Context: an optimization exercise on an open-source flow, tuned for small area, a short achievable clock period and few clock cycles. The choices shown serve that exercise and are no tape-out recipe.
Where RTL was checked, it was by simulation tests only, not by an equivalence proof against the original.

==> run D <==
## levinson_top
module levinson_top(clock, reset, start, done,
	scratch_mem_read_addr, scratch_mem_in,
	scratch_mem_write_addr, scratch_mem_out, scratch_mem_write_en);
Settings: LEC_CHECK=0, ABC_AREA=1, CAP_MARGIN=20, CORE_MARGIN=2, CORE_UTILIZATION=40, CTS_CLUSTER_DIAMETER=120, CTS_CLUSTER_SIZE=20, PLACE_DENSITY=0.6, SLEW_MARGIN=20; clock period 20.0 ns.
standard.sh (not shown) runs the stock make flow with config.mk's settings and CLKGATE_MAP_FILE= SYNTH_SCRIPT=/design/flow/synth_recipe.tcl, a recipe that flattens the netlist after the stock synthesis.
==> flow/flow/run.sh <==
#!/bin/bash
set -euo pipefail
bash standard.sh SETUP_SLACK_MARGIN=15 finish > standard.log 2>&1
==> run F: changes against run D <==
--- a/flow/design.v
+++ b/flow/design.v
@@ -476,15 +476,15 @@
 	function [11:0] bufa;    
 		input b;
 		input [3:0] idx;
 		bufa = {4'h1, b ? 4'h5 : 4'h3, idx};
 	endfunction
 	reg [1:0] mode;
 	reg p0, p1, p2;
-	reg ma_lo, mb_lo, t_lm, a_ld, sh_k, ng_s;
+	reg ma_lo, mb_lo, t_lm, a_ld, sh_k, ng_k, ng_s, lz_k;
 	reg [4:0] amtk;           
 	reg t0pos;                
 	reg pro;                  
 	reg [3:0] it;             
 	reg lit;                  
 	reg [2:0] jat, jbt, jct;
 	reg [3:0] jak, jbk, jck, jrk;
@@ -499,17 +499,16 @@
 	reg uf1, uf2, uf3, sf1, sf2;
 	reg young;                
 	reg f1, f2, f3, f4;       
 	reg t1, t2;               
 	reg unst;
 	reg [3:0] dcnt;           
 	reg [15:0] rem;
+	reg [16:0] d3;            
 	reg [5:0] ec;             
-	wire [5:0] ecn = ec + 6'd1;
-	reg e6, e7, e10, e13, e16, e39, ew1, ew2;
 	reg [3:0] rcn;            
 	reg [3:0] wm;
 	reg [4:0] s4;
 	reg sa_acc, sa_sum, sa_sh4, sb_ad, sb_acc, sb_mi;
 	reg [31:0] X, Y, H, AD, acc, sum, K, alp, inv, MI;
 	reg [31:0] ms, mc, T;
 	reg [4:0] ex;
@@ -527,16 +526,15 @@
 	bmul16 i_mul(.a(ma), .b(mb), .s(mps), .c(mpc));
 	wire [31:0] P = ms + mc;
 	wire p_big = (P == 32'h4000_0000);
 	wire p_small = (P[31:3] == 29'd0) && (P[2:0] != 3'd0);
 	wire [15:0] mq = p_small ? P[15:0] : (p_big ? 16'h7fff : P[30:15]);
 	wire [31:0] t_next = t_lm ? (p_big ? MAX32 : {P[30:0], 1'b0}) : {{15{mq[15]}}, mq, 1'b0};
 	wire [31:0] acc_next = a_ld ? T : sadd(acc, T);
-	wire [4:0] lz = nrm(acc);
-	wire [4:0] lzk = nrm(K);
+	wire [4:0] lz = nrm(lz_k ? K : acc);
 	wire [31:0] sh_out = (sh_k ? K : acc) << (sh_k ? amtk : lz);
 	wire [31:0] shl2_acc = (acc[31] != acc[30]) ? acc :
 	                       ((acc[31] != acc[29]) ? {acc[30:0], 1'b0} : {acc[29:0], 2'b0});
 	wire [31:0] ng_in = ng_s ? sum : (r_fi ? shl2_acc : acc);
 	wire [31:0] ng_out = (ng_in == MIN32) ? MAX32 : (~ng_in + 32'd1);
 	wire [31:0] sh4 = ({32{s4[0]}} & sum) | ({32{s4[1]}} & {sum[30:0], 1'b0}) |
 	                  ({32{s4[2]}} & {sum[29:0], 2'b0}) | ({32{s4[3]}} & {sum[28:0], 3'b0}) |
@@ -573,251 +571,226 @@
 		end else if (u_avail) begin
 			dt = T_U; dk = nu;
 		end
 	end
 	wire signed [15:0] kh = K[31:16];
 	wire k_unst = (kh > 16'sd32750) || (kh < -16'sd32750);
 	wire [15:0] den = alp[31:16];
-	wire [16:0] s1t = {rem, 1'b0} - {1'b0, den};
-	wire [15:0] s1r = s1t[16] ? {rem[14:0], 1'b0} : s1t[15:0];
-	wire [16:0] s2t = {s1r, 1'b0} - {1'b0, den};
-	wire [15:0] s2r = s2t[16] ? {s1r[14:0], 1'b0} : s2t[15:0];
+	wire [17:0] rb = {rem, 2'b00};                          
+	wire [18:0] q1t = {1'b0, rb} - {3'b0, den};
+	wire [18:0] q2t = {1'b0, rb} - {2'b0, den, 1'b0};
+	wire [18:0] q3t = {1'b0, rb} - {2'b0, d3};
+	wire [16:0] r2t = {rem, 1'b0} - {1'b0, den};            
 	wire [3:0] um = it - 4'd1 - jck;    
 	wire [3:0] rm = it - 4'd1 - jrk;    
-	wire run = (mode == M_RUN);
-	wire rst_m = (mode == M_RST);
-	wire w_u = run & p2 & r_u & ~lit;                    
-	wire w_f3 = run & p2 & f3;                           
-	wire w_f4 = run & p0 & f4;                           
-	wire w_lw = run & lit & ((p1 & ew1) | (p2 & ew2));   
-	wire w_mi = (run & p0 & lit & (e10 | e13)) | (rst_m & rcn >= 4'd3);
-	wire w_4k = (run & p0 & lit & e16) | (rst_m & rcn == 4'd0);
-	always @(posedge clock)
-		wd <= ({32{w_u}} & fmt(o_sum)) | ({32{w_f3}} & fmt({{4{K[31]}}, K[31:4]})) |
-		      ({32{w_f4}} & {{16{K[31]}}, K[31:16]}) | ({32{w_lw}} & {{16{inv[15]}}, inv[15:0]}) |
-		      ({32{w_mi}} & MI) | {19'd0, w_4k, 12'd0};
-	wire s_os = run & ((p2 & r_s) | (p0 & t1) | (p2 & r_u & lit));
-	wire s_ab = run & p1 & t2;
-	wire s_10 = run & p2 & lit & e6;
-	wire s_0 = run & p1 & pro;
-	always @(posedge clock)
-		if (s_os | s_ab | s_10 | s_0)
-			sum <= ({32{s_os}} & o_sum) | ({32{s_ab}} & fmt(sum[31] ? ng_out : sum)) |
-			       ({32{s_10}} & {{4{K[31]}}, K[31:5], 1'b0});
-	wire k_fi = run & p2 & r_fi;
-	wire k_f2 = run & p1 & f2;
-	always @(posedge clock)
-		if (k_fi | k_f2)
-			K <= ({32{k_fi}} & (t0pos ? ng_out : shl2_acc)) | ({32{k_f2}} & sh_out);
-	wire ld = run & p2;
-	wire x_k = (jbt == T_KK) | (jbt == T_U);
-	wire x_a = (jbt == T_AL) | (jbt == T_I1);
-	wire x_i = (jbt == T_I2);
-	wire x_s = (jbt == T_FI);
-	wire x_h = (jbt == T_S);
-	wire y_k = (jbt == T_KK);
-	wire y_kk = (jbt == T_AL);
-	wire y_i = (jbt == T_I1) | (jbt == T_I2) | ((jbt == T_FI) & ~r_i2);
-	wire y_a = (jbt == T_FI) & r_i2;
-	wire y_m = (jbt == T_U) | (jbt == T_S);
-	always @(posedge clock)
-		if (ld & (jbt != T_NONE)) begin
-			X <= ({32{x_k}} & fmt(K)) | ({32{x_a}} & alp) | ({32{x_i}} & fmt(i1_post)) |
-			     ({32{x_s}} & sum) | ({32{x_h}} & H);
-			Y <= ({32{y_k}} & fmt(K)) | ({32{y_kk}} & fmt(kk_post)) | ({32{y_i}} & inv) |
-			     ({32{y_a}} & fmt(acc)) | ({32{y_m}} & MI);
-		end
 	always @(posedge clock) begin
 		ms <= mps;
 		mc <= mpc;
 		T <= t_next;
 		acc <= acc_next;
 		MI <= scratch_mem_in;
-		AD <= MI;                 
 		we <= 1'b0;
 		done_r <= 1'b0;
-		wa <= bufa(it[0], rm);
-		ra <= bufa(~it[0], um);
-		rem <= (dcnt == 4'd8) ? s1r : s2r;
 		if (dcnt != 4'd0) begin
 			dcnt <= dcnt - 4'd1;
 			if (dcnt == 4'd8) begin
-				inv <= {15'd0, ~s1t[16], 16'd0};
+				d3 <= {1'b0, den} + {den, 1'b0};
+				rem <= r2t[16] ? {rem[14:0], 1'b0} : r2t[15:0];
+				inv <= {15'd0, ~r2t[16], 16'd0};
 			end else begin
-				inv[31:16] <= {inv[29:16], ~s1t[16], ~s2t[16]};
+				if (!q3t[18]) rem <= q3t[15:0];
+				else if (!q2t[18]) rem <= q2t[15:0];
+				else if (!q1t[18]) rem <= q1t[15:0];
+				else rem <= rb[15:0];
+				inv[31:16] <= {inv[29:16], !q3t[18] || !q2t[18], !q3t[18] || (q2t[18] && !q1t[18])};
 			end
 		end
 		case (mode)
 		M_IDLE: begin
 			ra <= start ? 12'd273 : 12'd272;    
 			mode <= start ? M_RUN : M_IDLE;
 			pro <= start;
 			p0 <= 1'b0; p1 <= 1'b1; p2 <= 1'b0;
 			ma_lo <= 1'b0; mb_lo <= 1'b1; t_lm <= 1'b1; a_ld <= 1'b0;
-			sh_k <= 1'b1; ng_s <= 1'b1;
+			sh_k <= 1'b1; ng_k <= 1'b0; ng_s <= 1'b1; lz_k <= 1'b0;
 			it <= 4'd0;
 			lit <= 1'b0;
 			ch <= C_I1;
 			chw <= 3'd1;
 			nu <= 4'd0; ns <= 4'd0; ul <= 4'd0; sl <= 4'd0; du <= 4'd0;
 			sfirst <= 1'b1;
 			uf1 <= 1'b0; uf2 <= 1'b0; uf3 <= 1'b0; sf1 <= 1'b0; sf2 <= 1'b0;
 			young <= 1'b0;
 			jat <= T_NONE; jbt <= T_NONE; jct <= T_NONE;
 			r_u <= 1'b0; r_s <= 1'b0; r_s0 <= 1'b0; r_sl <= 1'b0;
 			r_al <= 1'b0; r_i2 <= 1'b0; r_fi <= 1'b0;
 			f1 <= 1'b0; f2 <= 1'b0; f3 <= 1'b0; f4 <= 1'b0;
 			t1 <= 1'b0; t2 <= 1'b0;
 			ec <= 6'd0;
-			e6 <= 1'b0; e7 <= 1'b0; e10 <= 1'b0; e13 <= 1'b0; e16 <= 1'b0; e39 <= 1'b0;
-			ew1 <= 1'b0; ew2 <= 1'b0;
 			sa_acc <= 1'b0; sa_sum <= 1'b0; sa_sh4 <= 1'b0;
 			sb_ad <= 1'b0; sb_acc <= 1'b0; sb_mi <= 1'b0;
 		end
 		M_RST: begin
 			rcn <= rcn + 4'd1;
 			if (rcn < 4'd10) ra <= 12'd321 + {8'd0, rcn};
 			else ra <= 12'd358 + {8'd0, rcn};      
 			if (rcn == 4'd0) begin
-				we <= 1'b1; wa <= 12'd784;
+				we <= 1'b1; wa <= 12'd784; wd <= 32'd4096;
 			end else if (rcn >= 4'd3 && rcn <= 4'd12) begin
-				we <= 1'b1; wa <= 12'd782 + {8'd0, rcn};
+				we <= 1'b1; wa <= 12'd782 + {8'd0, rcn}; wd <= MI;
 			end else if (rcn >= 4'd13) begin
-				we <= 1'b1; wa <= 12'd339 + {8'd0, rcn};
+				we <= 1'b1; wa <= 12'd339 + {8'd0, rcn}; wd <= MI;
 			end
 			if (rcn == 4'd14) done_r <= 1'b1;
 			if (rcn == 4'd15) begin
 				mode <= M_IDLE;
 				ra <= 12'd272;
 			end
 		end
 		default: begin    
 			p0 <= p2; p1 <= p0; p2 <= p1;
 			ma_lo <= ~(p0 | p2); a_ld <= p1 & ~p0;
 			mb_lo <= ~(p1 | p2); t_lm <= p0 & ~p2; sh_k <= p0 & ~p1;
-			ng_s <= p0 | (p1 & p2);
-			if (lit) ec <= ecn;
-			e6 <= lit && ecn == 6'd6;
-			e7 <= lit && ecn == 6'd7;
-			e10 <= lit && ecn == 6'd10;
-			e13 <= lit && ecn == 6'd13;
-			e16 <= lit && ecn == 6'd16;
-			e39 <= lit && ecn == 6'd39;
-			ew1 <= lit && (ecn == 6'd8 || (ecn >= 6'd14 && ecn <= 6'd38));
-			ew2 <= lit && (ecn == 6'd9 || (ecn >= 6'd15 && ecn <= 6'd39));
+			ng_s <= p0 | (p1 & p2); ng_k <= ~(p0 | p1); lz_k <= p2 & ~p1;
+			if (lit) ec <= ec + 6'd1;
 			sa_acc <= p1 & r_u;
 			sa_sum <= p1 & r_s & ~r_s0;
 			sb_ad <= p1 & r_u;
 			sb_acc <= p1 & r_s;
 			sa_sh4 <= p2 & ~lit;
 			sb_mi <= p2 & ~lit;
 			if (p0) begin
 				if (jat == T_S) ra <= 12'd273 + {8'd0, jak};
 				if (r_sl) ra <= 12'd273 + {8'd0, it};
 				if (jbt == T_S) H <= MI;
 				if (f1) begin
-					amtk <= (ex < lzk) ? ex : lzk;
+					amtk <= (ex < lz) ? ex : lz;
 					f1 <= 1'b0;
 					f2 <= 1'b1;
 				end
 				if (t1) begin
+					sum <= o_sum;
 					t1 <= 1'b0;
 					t2 <= 1'b1;
 				end
 				if (f4) begin
 					we <= 1'b1;
 					wa <= 12'd351 + {8'd0, it};
+					wd <= {{16{K[31]}}, K[31:16]};
 					f4 <= 1'b0;
 					if (unst) begin
 						mode <= M_RST;
 						rcn <= 4'd0;
 						dcnt <= 4'd0;
 					end
 				end
 				if (lit) begin
-					inv[15:0] <= rnd_hi;     
-					if (e7) ra <= 12'd352;
-					if (e10) ra <= 12'd353;
-					if (e10 || e13) begin
+					if (ec == 6'd7) ra <= 12'd352;
+					if (ec == 6'd10) ra <= 12'd353;
+					if (ec == 6'd10 || ec == 6'd13) begin
 						we <= 1'b1;
-						wa <= e10 ? 12'd368 : 12'd369;
+						wa <= (ec == 6'd10) ? 12'd368 : 12'd369;
+						wd <= MI;
 					end
-					if (e16) begin
+					if (ec == 6'd16) begin
 						we <= 1'b1;
 						wa <= 12'd784;
+						wd <= 32'd4096;
 					end
 				end
 			end
 			if (p1) begin
 				if (jct == T_U) ra <= bufa(~it[0], um);
+				if (r_u) AD <= MI;
 				if (t2) begin
+					H <= fmt(sum[31] ? ng_out : sum);
 					t0pos <= !sum[31] && (sum != 32'd0);
 					t2 <= 1'b0;
 				end
 				if (f2) begin
+					K <= sh_out;
 					f2 <= 1'b0;
 					f3 <= 1'b1;
 				end
-				if (lit && ew1) begin
+				if (lit && (ec == 6'd8 || (ec >= 6'd14 && ec <= 6'd38))) begin
 					we <= 1'b1;
 					wa <= {4'h3, 4'h1, wm};       
+					wd <= {{16{rnd_hi[15]}}, rnd_hi};
 				end
 				if (pro) begin
+					sum <= 32'd0;
 					s4 <= 5'b00001;
 					t1 <= 1'b1;
 				end
 			end
 			if (p2) begin
 				if (jat == T_U) ra <= bufa(~it[0], jak + 4'd1);
 				else if (jat == T_S) ra <= bufa(it[0], it - jak);
 				if (r_u) begin
 					if (lit) begin
+						sum <= o_sum;
 						wm <= 4'd9 - jrk;
 					end else begin
 						we <= 1'b1;
 						wa <= bufa(it[0], rm);
+						wd <= fmt(o_sum);
 					end
 				end
 				if (r_s) begin
+					sum <= o_sum;
 					s4 <= o_ovf ? 5'b00001 : shl4s(o_raw);
 					if (r_sl) t1 <= 1'b1;
 				end
 				if (r_al) begin
 					alp <= fmt(sh_out);
 					ex <= ({1'b0, ex} + {1'b0, lz} > 6'd31) ? 5'd31 : ex + lz;
 					dcnt <= 4'd8;
 					rem <= 16'h3fff;
 				end
 				if (r_i2) inv <= fmt(acc);
 				if (r_fi) begin
+					K <= t0pos ? ng_out : shl2_acc;
 					f1 <= 1'b1;
 				end
+				case (jbt)
+				T_KK: begin X <= fmt(K); Y <= fmt(K); end
+				T_AL: begin X <= alp; Y <= fmt(kk_post); end
+				T_I1: begin X <= alp; Y <= inv; end
+				T_I2: begin X <= fmt(i1_post); Y <= inv; end
+				T_FI: begin X <= H; Y <= r_i2 ? fmt(acc) : inv; end
+				T_U: begin X <= fmt(K); Y <= MI; end
+				T_S: begin X <= H; Y <= MI; end
+				default: ;
+				endcase
 				if (f3) begin
 					we <= 1'b1;
 					wa <= bufa(it[0], it);
+					wd <= fmt({{4{K[31]}}, K[31:4]});
 					unst <= (it >= 4'd2) && k_unst;
 					f3 <= 1'b0;
 					f4 <= 1'b1;
 				end
 				if (pro) begin
 					pro <= 1'b0;
 					alp <= MI;           
 					ex <= 5'd0;
 					dcnt <= 4'd8;
 					rem <= 16'h3fff;
 				end
 				if (lit) begin
-					if (e6) begin
+					if (ec == 6'd6) begin
+						sum <= {{4{K[31]}}, K[31:5], 1'b0};
 						wm <= 4'd10;
 					end
-					if (ew2) begin
+					if (ec == 6'd9 || (ec >= 6'd15 && ec <= 6'd39)) begin
 						we <= 1'b1;
 						wa <= {4'h1, 4'h4, wm};       
+						wd <= {{16{rnd_hi[15]}}, rnd_hi};
 					end
-					if (e39) done_r <= 1'b1;
+					if (ec == 6'd39) done_r <= 1'b1;
 				end
 				jrk <= jck;
 				r_u <= (jct == T_U);
 				r_s <= (jct == T_S);
 				r_s0 <= (jct == T_S) && (jck == 4'd0);
 				r_sl <= (jct == T_S) && jc_l;
 				r_al <= (jct == T_AL);
@@ -870,15 +843,15 @@
 					if (dt == T_S) begin
 						ns <= ns + 4'd1;
 						sl <= sl - 4'd1;
 						du <= du - 4'd1;
 						sfirst <= 1'b0;
 					end
 				end
-				if (lit && e39) begin
+				if (lit && ec == 6'd39) begin
 					mode <= M_IDLE;
 					ra <= 12'd272;
 				end
 			end
 		end
 		endcase
 		if (reset) begin
==> flow/run.sh (new file) <==
#!/bin/bash
# synth_recipe.tcl (not shown) runs the flow's synth.tcl, then flattens the netlist and writes it again
# the make line also repeats each setting of config.mk as NAME=value (left out here)
make -C /OpenROAD-flow-scripts/flow DESIGN_CONFIG=/design/flow/config.mk WORK_HOME=/design/flow/orfs CLKGATE_MAP_FILE= SYNTH_SCRIPT=/design/flow/synth_recipe.tcl finish
==> flow/config.mk (replaced) <==
export PLATFORM = sky130hd
export DESIGN_NAME = levinson_top
export DESIGN_NICKNAME = levinson_top
export VERILOG_FILES = /design/flow/design.v
export SDC_FILE = /design/flow/constraint.sdc
export NUM_CORES = 8
export LEC_CHECK = 0
export CAP_MARGIN = 20
export CORE_MARGIN = 2
export CORE_UTILIZATION = 30
export PLACE_DENSITY = 0.5
export SLEW_MARGIN = 20
removed: flow/flow/run.sh
removed: flow/standard.sh
==> summary.txt <==
outcome complete, no violations; non-clk buf share 4.015%; reg2reg end alp[11]; Synth Area in XOR/XNOR 5.183%; largest net degree at the start of global routing 66; Layout area overhead 9.805%; ANT cells 8; # port buffers 83
(the above is from run D)
==> summary.txt <==
largest net degree at the start of global routing 68; Ports 93; Nets 6918; outcome complete, no violations; non-clk buf share 4.089%; initial antenna violation count 14; reg2reg end alp[31]; # port buffers 92; Synth Area in XOR/XNOR 4.023%; ANT cells 1
(the above is from run F)
Testbench counts of run F, summed over its fixed seeds: cycles 1,370,400.
The RTL of run D was laid out without a check of its function.

separate check: timing with driven ports:
The flow's constraints put no driver on any port. The routed layouts listed below were extracted and timed again, unchanged, in two steps. Step 1 (the two cells are an assumption about what drives the block):
set clk [get_ports {clock}]
set_driving_cell -lib_cell sky130_fd_sc_hd__clkbuf_16 $clk
set_driving_cell -lib_cell sky130_fd_sc_hd__buf_2 [delete_from_list [all_inputs] $clk]
Step 2 times the ports against the registers' clock, not the clock port: input delays grow and output delays shrink by t, the midpoint of the rising clock arrivals with the driver on. a / b / c = ideal ports / drivers / drivers and shift; a / b = the first two.
run | t (ns) | slack for setup (ns) | worst hold slack (ns) | worst slew at a driven data input, ns | cell pins on the clock port's net
run D | 0.752 | 14.770 / 14.682 / 14.853 | 0.391 / 0.391 / 0.391 | 0.10 | 1
run F | 0.793 | 13.778 / 13.778 / 13.778 | 0.415 / 0.415 / 0.415 | 0.07 | 1
After both steps every run listed still meets setup and hold.
